Context: an optimization exercise on an open-source flow, tuned for small area. The choices shown serve that exercise and are no tape-out recipe. In this exercise RTL edits were held to simulation tests only and were not proved equivalent to the original. The clock port is modelled as an ideal driver, which makes a skipped or thinned clock tree look cheaper than it is; a real chip needs a root buffer or a tree. Power and IR drop assume default switching activity.

==> trial 88: inputs <==
// mainblock
module mainblock(clk_50M, reset, dio, sclk, stb, data_check, sec_chuc, sec_dv, min_chuc, min_dv, hour_chuc, hour_dv);
input clk_50M, reset;
output wire [3:0] sec_chuc, sec_dv, min_chuc, min_dv, hour_chuc, hour_dv;
output wire dio, stb, sclk;
output wire [7:0] data_check;
wire tick1, tick2;
Clock Clock(clk_50M, reset, tick1, tick2);
tm1638 tm1638(clk_50M, tick1, tick2, reset, stb, dio, sclk, data_check, sec_chuc, sec_dv, min_chuc, min_dv, hour_chuc, hour_dv);
counter counter(clk_50M, tick2, reset, sec_chuc, sec_dv, min_chuc, min_dv, hour_chuc, hour_dv);
endmodule
==> module Clock, before the edit <==
module Clock(clk, reset, tick1, tick2);
input clk, reset;
output tick1, tick2;
reg [5:0] p;
reg [8:0] q;
assign tick1 = ~p[0] & p[1] & p[2] & ~p[3] & p[4];
assign tick2 = ~q[0] & q[1] & q[3] & ~q[4] & q[6] & q[7] & q[8];
always @(posedge clk or posedge reset) begin
    if (reset) begin
        p <= 6'b010001;
        q <= 9'b101101011;
    end else begin
        p <= {p[4:0], p[5] ^ p[0] ^ tick1};
        q <= {q[7:0], q[8] ^ q[3] ^ tick2};
    end
end
endmodule
==> module tm1638, before the edit <==
module tm1638(clk, tick1, tick2, reset, stb, dio, sclk, data_check,
              sec_chuc, sec_dv, min_chuc, min_dv, hour_chuc, hour_dv);
input clk, tick1, tick2, reset;
output stb, dio, sclk;
output [7:0] data_check;
input [3:0] sec_chuc, sec_dv, min_chuc, min_dv, hour_chuc, hour_dv;
reg [2:0] g;
reg [1:0] s;
reg [3:0] u;
reg inc;             
reg [2:0] lsc;       
reg [3:0] lsd;
reg roll;            
wire inbyte = ~s[1];
wire [2:0] b = u[3:1];
reg [3:0] x;
always @* begin
    case (g)
        3'd0: x = sec_chuc;
        3'd1: x = sec_dv;
        3'd2: x = min_chuc;
        3'd3: x = min_dv;
        3'd4: x = hour_chuc;
        3'd5: x = hour_dv;
        default: x = 4'd0;
    endcase
end
reg [3:0] dx;
always @* begin
    if (x == 4'd0) begin
        case (g)
            3'd0, 3'd2: dx = 4'd5;
            3'd4: dx = 4'd2;
            3'd5: dx = (hour_chuc == 4'd0) ? 4'd3 : 4'd9;
            default: dx = 4'd9;
        endcase
    end else
        dx = x - 4'd1;
end
wire sec0 = (sec_chuc == 4'd0) && (sec_dv == 4'd0);
wire min0 = (min_chuc == 4'd0) && (min_dv == 4'd0);
reg carry_in;
always @* begin
    case (g)
        3'd2: carry_in = (min_dv == 4'd0);
        3'd4: carry_in = min0 && (hour_dv == 4'd0);
        3'd5: carry_in = min0;
        default: carry_in = 1'b1;
    endcase
end
wire [3:0] lx = (g == 3'd0) ? {1'b0, lsc} : (g == 3'd1) ? lsd : ((roll && carry_in) ? dx : x);
wire cb = inc && carry_in && ((g == 3'd0) ? (sec_dv == 4'd0) : (g == 3'd1) ? 1'b1 : sec0);
wire [3:0] cx = cb ? dx : x;
reg [7:0] cmd;
always @* begin
    case (g)
        3'd7: cmd = 8'h44;
        3'd6: cmd = 8'h8f;
        default: cmd = {4'hc, g, 1'b0};
    endcase
end
wire [7:0] dseg, cseg;
sseg sseg_d(lx, dseg);
sseg sseg_c(cx, cseg);
wire [7:0] byte_out = s[0] ? dseg : cmd;
assign stb = s[1] & ((u == 4'd0) | ((g == 3'd6) & (u == 4'd1)));
assign sclk = ~(inbyte & ~u[0]);
assign dio = inbyte ? byte_out[b] : (s[1] & (g == 3'd6) & (u == 4'd0));
assign data_check = s[1] ? 8'h00 : (s[0] ? cseg : cmd);
wire start_next = s[1] & (g == 3'd6) & (u == 4'd1);
always @(posedge clk or posedge reset) begin
    if (reset) begin
        g <= 3'd6; s <= 2'd2; u <= 4'd1;
    end else if (tick1) begin
        if (inbyte) begin
            u <= u + 4'd1;
            if (u == 4'd15)
                s <= (s[0] | g[2] & g[1]) ? 2'd2 : 2'd1;
        end else begin
            if ((u[0] & (g != 3'd6)) | u[1]) begin
                u <= 4'd0; s <= 2'd0; g <= g + 3'd1;
            end else
                u <= u + 4'd1;
        end
    end
end
always @(posedge clk) begin
    if (tick1) begin
        inc <= 1'b0;
        if (start_next) begin
            lsc <= sec_chuc[2:0];
            lsd <= sec_dv;
        end
    end else if (tick2)
        inc <= 1'b1;
end
always @(posedge clk)
    roll <= (tick2 & (sec_chuc == 4'd5) & (sec_dv == 4'd9)) | (roll & ~(tick1 & start_next));
endmodule
export LEC_CHECK = 0
export ABC_AREA = 1
export CAP_MARGIN = 20
export CORE_MARGIN = 2
export CORE_UTILIZATION = 65
export SLEW_MARGIN = 20
create_clock -name core_clock -period 20.0 [get_ports {clk_50M}]
standard.sh (not shown) runs the stock make flow with config.mk's settings and CLKGATE_MAP_FILE= SYNTH_SCRIPT=/design/flow/synth_recipe.tcl, a recipe that flattens the netlist after the stock synthesis.
==> flow/flow/run.sh <==
#!/bin/bash
# Own layout flow: the standard synthesis, then its combinational logic
# re-mapped by ABC for area (flow/resynth.py; registers kept as they are),
# then the standard layout with buf_1 port buffers and, in place of TritonCTS,
# a few clock buffers each driving a cluster of registers (flow/cts.tcl),
# with ORFS's own clock tree as the fallback. Each tool's output goes to a
# log here.
set -u
W=$(pwd)
R=$W/orfs/results/$FLOW_PLATFORM/mainblock/base
LIB=$FLOW_HOME/platforms/sky130hd/lib/sky130_fd_sc_hd__tt_025C_1v80.lib
YOSYS=$(command -v yosys || echo $FLOW_HOME/../tools/install/yosys/bin/yosys)

bash standard.sh synth > $W/log_1_standard_synth.log 2>&1 || exit 1
cp $R/1_2_yosys.v $W/std_1_2_yosys.v

if python3 $W/flow/resynth.py $W/std_1_2_yosys.v $W/resynth.v $LIB $YOSYS $W > $W/log_2_resynth.log 2>&1; then
    cp $W/resynth.v $R/1_2_yosys.v
    rm -f $R/1_synth.odb
    echo "using the re-mapped netlist" >> $W/log_2_resynth.log
else
    echo "keeping the standard netlist" >> $W/log_2_resynth.log
fi

export BUFFER_PORTS_ARGS="-buffer_cell sky130_fd_sc_hd__buf_1"
[ -f $W/flow/env.sh ] && source $W/flow/env.sh

# placement, then the clock buffers by hand (flow/cts.tcl), then the rest
manual=0
if [ -n "${MANUAL_CTS_BUFFERS:-}" ]; then
    bash standard.sh place > $W/log_4_standard_place.log 2>&1 || exit 1
    if bash standard.sh run RUN_SCRIPT=$W/flow/cts.tcl RUN_LOG_NAME_STEM=4_1_cts_manual > $W/log_5_manual_cts.log 2>&1 \
       && [ -f $R/4_1_cts.odb ]; then
        manual=1
    else
        rm -f $R/4_1_cts.odb $R/4_cts.odb $R/4_cts.sdc
    fi
fi
bash standard.sh finish > $W/log_6_standard_finish.log 2>&1 || exit 1

# if the hand-made clock tree leaves a register clock pin with too slow a
# slew, lay out again from the clock tree step with ORFS's own
if [ $manual = 1 ]; then
    bash standard.sh run RUN_SCRIPT=$W/flow/clkslew.tcl RUN_LOG_NAME_STEM=6_clkslew > $W/log_7_clkslew.log 2>&1
    slew=$(sed -n 's/^CLKSLEW //p' $W/log_7_clkslew.log | tail -1)
    if ! python3 -c "import sys; sys.exit(0 if float('$slew') <= 0.120 else 1)" 2>/dev/null; then
        echo "clock pin slew $slew too slow: standard clock tree" >> $W/log_7_clkslew.log
        bash standard.sh clean_cts > $W/log_8_clean_cts.log 2>&1
        rm -f $R/4_1_cts.odb $R/4_cts.odb $R/4_cts.sdc
        bash standard.sh finish > $W/log_9_standard_finish_again.log 2>&1 || exit 1
    fi
fi
==> flow/flow/env.sh <==
# ORFS clock tree, used only if the hand-made one fails: clkbuf_8 buffers
# only, no dummy loads
export CTS_ARGS="-root_buf sky130_fd_sc_hd__clkbuf_8 -buf_list sky130_fd_sc_hd__clkbuf_8 -sink_clustering_enable -sink_clustering_size 60 -sink_clustering_max_diameter 500 -dont_use_dummy_load -repair_clock_nets"
# hand-made clock tree: 4 buffers, each driving a quarter of the registers
export MANUAL_CTS_BUFFERS=4
export MANUAL_CTS_CELL=sky130_fd_sc_hd__buf_6
==> flow/flow/resynth.py <==
# Re-map the combinational logic of the standard netlist with several ABC
# scripts (registers are kept as they are) and keep the smallest result.
# usage: resynth.py STD_NETLIST OUT_NETLIST LIB YOSYS WORKDIR
import os, re, subprocess, sys
from concurrent.futures import ThreadPoolExecutor

std, out, lib, yosys, work = sys.argv[1:6]
here = os.path.dirname(os.path.abspath(__file__))
template = open(os.path.join(here, 'resynth.ys')).read()

area = {}
for m in re.finditer(r'cell\s*\(\s*"?(\w+)"?\s*\)\s*\{(.*?)\barea\s*:\s*([\d.]+)', open(lib).read(), re.S):
    area[m.group(1)] = float(m.group(3))

def cells(path):
    return re.findall(r'^\s*(sky130_fd_sc_hd__\w+)\s+(\S+)\s*\(', open(path).read(), re.M)

def regs(path):
    return sorted(c for c in cells(path) if re.match(r'sky130_fd_sc_hd__(df|edf|sdf|dl)', c[0]))

def total(path):
    return sum(area[c] for c, _ in cells(path))

scripts = {}
for seed in range(16):
    scripts['deepsyn_s%d' % seed] = ('strash\n&get -n\n&deepsyn -S %d -T 20\n&put\n'
                                     '&get -n\n&dch -f\n&nf -R 1000\n&put\n' % seed)
scripts['dch_nf'] = 'strash\n&get -n\n&dch -f\n&nf -R 1000\n&put\n'

def run(name):
    abc = os.path.join(work, 'rs_%s.abc' % name)
    ys = os.path.join(work, 'rs_%s.ys' % name)
    v = os.path.join(work, 'rs_%s.v' % name)
    open(abc, 'w').write(scripts[name])
    open(ys, 'w').write(template.replace('@LIB@', lib).replace('@IN@', std)
                        .replace('@OUT@', v).replace('@ABC@', abc))
    with open(os.path.join(work, 'log_2_resynth_%s.log' % name), 'w') as log:
        r = subprocess.run(['timeout', '300', yosys, '-s', ys], stdout=log, stderr=subprocess.STDOUT)
    if r.returncode != 0 or not os.path.exists(v):
        return name, None, 'yosys failed'
    if regs(v) != regs(std) or not regs(std):
        return name, None, 'registers differ'
    return name, total(v), v

best = (total(std), std, 'standard')
print('standard netlist: %.1f um2' % best[0])
with ThreadPoolExecutor(max_workers=int(os.environ.get('NUM_CORES', '4'))) as ex:
    for name, a, info in ex.map(run, sorted(scripts)):
        print('%s: %s' % (name, '%.1f um2' % a if a is not None else info))
        if a is not None and a < best[0]:
            best = (a, info, name)
print('keeping %s (%.1f um2)' % (best[2], best[0]))
if best[1] != std:
    # inv_2 has inv_1's area but drives twice the load (e.g. the reset net of
    # every register), so use it for every inverter
    text = re.sub(r'^(\s*)sky130_fd_sc_hd__(?:clk)?inv_1(\s)', r'\1sky130_fd_sc_hd__inv_2\2', open(best[1]).read(), flags=re.M)
    open(out, 'w').write(text)
    print('inverters as inv_2: %.1f um2' % total(out))
sys.exit(0 if best[1] != std else 1)
Other scripts of this flow, unchanged in this note and not shown: flow/flow/clkbufs.tcl, flow/flow/clkslew.tcl, flow/flow/cts.tcl, flow/flow/resynth.ys
==> trial 50 (differences from trial 88) <==
--- a/flow/design.v
+++ b/flow/design.v
@@ -6,3 +6,3 @@
 assign tick1 = ~p[0] & p[1] & p[2] & ~p[3] & p[4];
-assign tick2 = ~q[0] & q[1] & q[3] & ~q[4] & q[6] & q[7] & q[8];
+assign tick2 = q[0] & ~q[2] & q[4] & ~q[5] & q[6] & ~q[7] & q[8];
 always @(posedge clk or posedge reset) begin
@@ -10,6 +10,6 @@
         p <= 6'b010001;
-        q <= 9'b101101011;
+        q <= 9'b001001000;
     end else begin
         p <= {p[4:0], p[5] ^ p[0] ^ tick1};
-        q <= {q[7:0], q[8] ^ q[3] ^ tick2};
+        q <= {q[7:0], q[8] ^ q[4] ^ tick2};
     end
@@ -99,3 +99,3 @@
 wire min0 = (min_chuc == 4'd0) && (min_dv == 4'd0);
-reg carry_in;
+reg carry_in;        
 always @* begin
@@ -150,8 +150,10 @@
             lsd <= sec_dv;
+            roll <= 1'b0;
         end
-    end else if (tick2)
+    end else if (tick2) begin
         inc <= 1'b1;
+        if (sec_chuc == 4'd5 && sec_dv == 4'd9)
+            roll <= 1'b1;
+    end
 end
-always @(posedge clk)
-    roll <= (tick2 & (sec_chuc == 4'd5) & (sec_dv == 4'd9)) | (roll & ~(tick1 & start_next));
 endmodule
--- a/flow/flow/run.sh
+++ b/flow/flow/run.sh
@@ -2,7 +2,4 @@
 # Own layout flow: the standard synthesis, then its combinational logic
-# re-mapped by ABC for area (flow/resynth.py; registers kept as they are),
-# then the standard layout with buf_1 port buffers and, in place of TritonCTS,
-# a few clock buffers each driving a cluster of registers (flow/cts.tcl),
-# with ORFS's own clock tree as the fallback. Each tool's output goes to a
-# log here.
+# re-mapped by ABC for area (registers kept as they are), then the standard
+# layout with small port buffers. Each tool's output goes to a log here.
 set -u
==> flow/flow/env.sh (replaced) <==
# clock tree: clkbuf_8 buffers only, no dummy loads
export CTS_ARGS="-root_buf sky130_fd_sc_hd__clkbuf_8 -buf_list sky130_fd_sc_hd__clkbuf_8 -sink_clustering_enable -sink_clustering_size 60 -sink_clustering_max_diameter 500 -dont_use_dummy_load -repair_clock_nets"
export MANUAL_CTS_BUFFERS=3
export MANUAL_CTS_CELL=sky130_fd_sc_hd__clkbuf_8
--- a/flow/flow/resynth.py
+++ b/flow/flow/resynth.py
@@ -24,3 +24,3 @@
 scripts = {}
-for seed in range(16):
+for seed in range(8):
     scripts['deepsyn_s%d' % seed] = ('strash\n&get -n\n&deepsyn -S %d -T 20\n&put\n'
@@ -53,7 +53,3 @@
 if best[1] != std:
-    # inv_2 has inv_1's area but drives twice the load (e.g. the reset net of
-    # every register), so use it for every inverter
-    text = re.sub(r'^(\s*)sky130_fd_sc_hd__(?:clk)?inv_1(\s)', r'\1sky130_fd_sc_hd__inv_2\2', open(best[1]).read(), flags=re.M)
-    open(out, 'w').write(text)
-    print('inverters as inv_2: %.1f um2' % total(out))
+    open(out, 'w').write(open(best[1]).read())
 sys.exit(0 if best[1] != std else 1)
CORE_UTILIZATION = 40   (was 65)
==> trial 59 (differences from trial 88) <==
==> flow/flow/env.sh (replaced) <==
# ORFS clock tree, used only if the hand-made one fails: clkbuf_8 buffers
# only, no dummy loads
export CTS_ARGS="-root_buf sky130_fd_sc_hd__clkbuf_8 -buf_list sky130_fd_sc_hd__clkbuf_8 -sink_clustering_enable -sink_clustering_size 60 -sink_clustering_max_diameter 500 -dont_use_dummy_load -repair_clock_nets"
# hand-made clock tree: 2 buffers, each driving half of the registers
export MANUAL_CTS_BUFFERS=2
export MANUAL_CTS_CELL=sky130_fd_sc_hd__buf_12
CORE_UTILIZATION = 80   (was 65)
==> comparison <==
Global-route usage: trial 59 > trial 88 > trial 50.
Against trial 88, the sequential share of layout area of trial 50 is lower by 1.5 points.
Clock power, highest first: trial 50, trial 59, trial 88.
Total power: trial 50 > trial 59 > trial 88.
Cell count: trial 59 < trial 88 < trial 50.
The highest final area belongs to trial 50, the lowest to trial 59.
Fmax: trial 88 > trial 50 > trial 59.
In trial 88 the clock skew is lower than in trial 50, by 16 ps.
Of trial 50 and trial 88, trial 50 has the higher combinational power (gap 10%, measured against trial 88).
==> figures <==
Met1 Routed Length: trial 59 2470 um; trial 88 2570 um; trial 50 2900 um
Result of the run: trial 59 finished clean; trial 88 finished clean; trial 50 finished clean
Number of non-clock inverters: trial 59 10; trial 88 10; trial 50 11
Detail Placement HPWL: trial 59 4810 um; trial 88 4000 um; trial 50 4150 um
Detailed-routed wire length on met2: trial 59 3270 um; trial 88 2560 um; trial 50 2530 um
Routed vias/inst: trial 59 6.90; trial 88 6.30; trial 50 5.59
Chip width: trial 59 60.8 um; trial 88 67.0 um; trial 50 84.6 um
Met3 Track Usage GR: trial 59 4.69%; trial 88 2.03%; trial 50 3.54%
Reg-to-Reg Start: trial 59 Clock.q[3]$_DFF_PP1_; trial 88 Clock.q[3]$_DFF_PP1_; trial 50 Clock.q[6]$_DFF_PP1_
Capture instance of the worst register-to-register path: trial 59 counter.hd[2]$_DFF_PP0_; trial 88 counter.hc[1]$_DFF_PP0_; trial 50 counter.hd[2]$_DFF_PP0_
Combined flip-flop and latch cell area: trial 59 1370 sq um; trial 88 1370 sq um; trial 50 1370 sq um
Weighted congestion reported at the end of routability-driven placement: trial 59 1.06; trial 88 0.940; trial 50 0.936
Worst Skew: trial 59 16.8 ps; trial 88 8.60 ps; trial 50 24.9 ps
Global-route met1 utilization: trial 59 50.8%; trial 88 40.0%; trial 50 24.8%
Final wirelength: trial 59 6670 um; trial 88 5560 um; trial 50 5870 um
Worst r2r path cells: trial 59 11; trial 88 9; trial 50 11
Post-detailed-placement cell area: trial 59 2750 sq um; trial 88 2760 sq um; trial 50 2830 sq um
Total area of multi-input combinational cells: trial 59 1170 sq um; trial 88 1170 sq um; trial 50 1190 sq um
Source-to-sink clock delay at the later pin of the worst-skew pair: trial 59 150 ps; trial 88 120 ps; trial 50 320 ps
In trial 88 and trial 59 the design's own scripts or RTL, not TritonCTS, make the clock network.

port drivers added, routing unchanged:
In the flow no input, the clock included, has a driving cell. The finished layouts below were timed again as built, in two steps.
Step 1, drivers: a clkbuf_16 drives clk_50M and a buf_2 each remaining input, both assumed.
Step 2 times the ports against the registers' clock, not the clock port: input delays grow and output delays shrink by t, the midpoint of the rising clock arrivals with the driver on.
a / b / c = ideal ports / drivers / drivers and shift; a / b = the first two.
| run | t, ns | setup slack, ns | hold WS [ns] | worst data-port slew with drivers (ns) |
|---|---|---|---|---|
| trial 88 | 0.174 | 11.847 / 11.789 / 11.963 | 0.361 / 0.361 / 0.361 | 0.03 |
| trial 50 | 0.332 | 11.536 / 11.508 / 11.840 | 0.356 / 0.356 / 0.356 | 0.03 |
| trial 59 | 0.186 | 11.171 / 11.121 / 11.307 | 0.375 / 0.375 / 0.375 | 0.03 |
After both steps setup and hold are still met in every run listed.
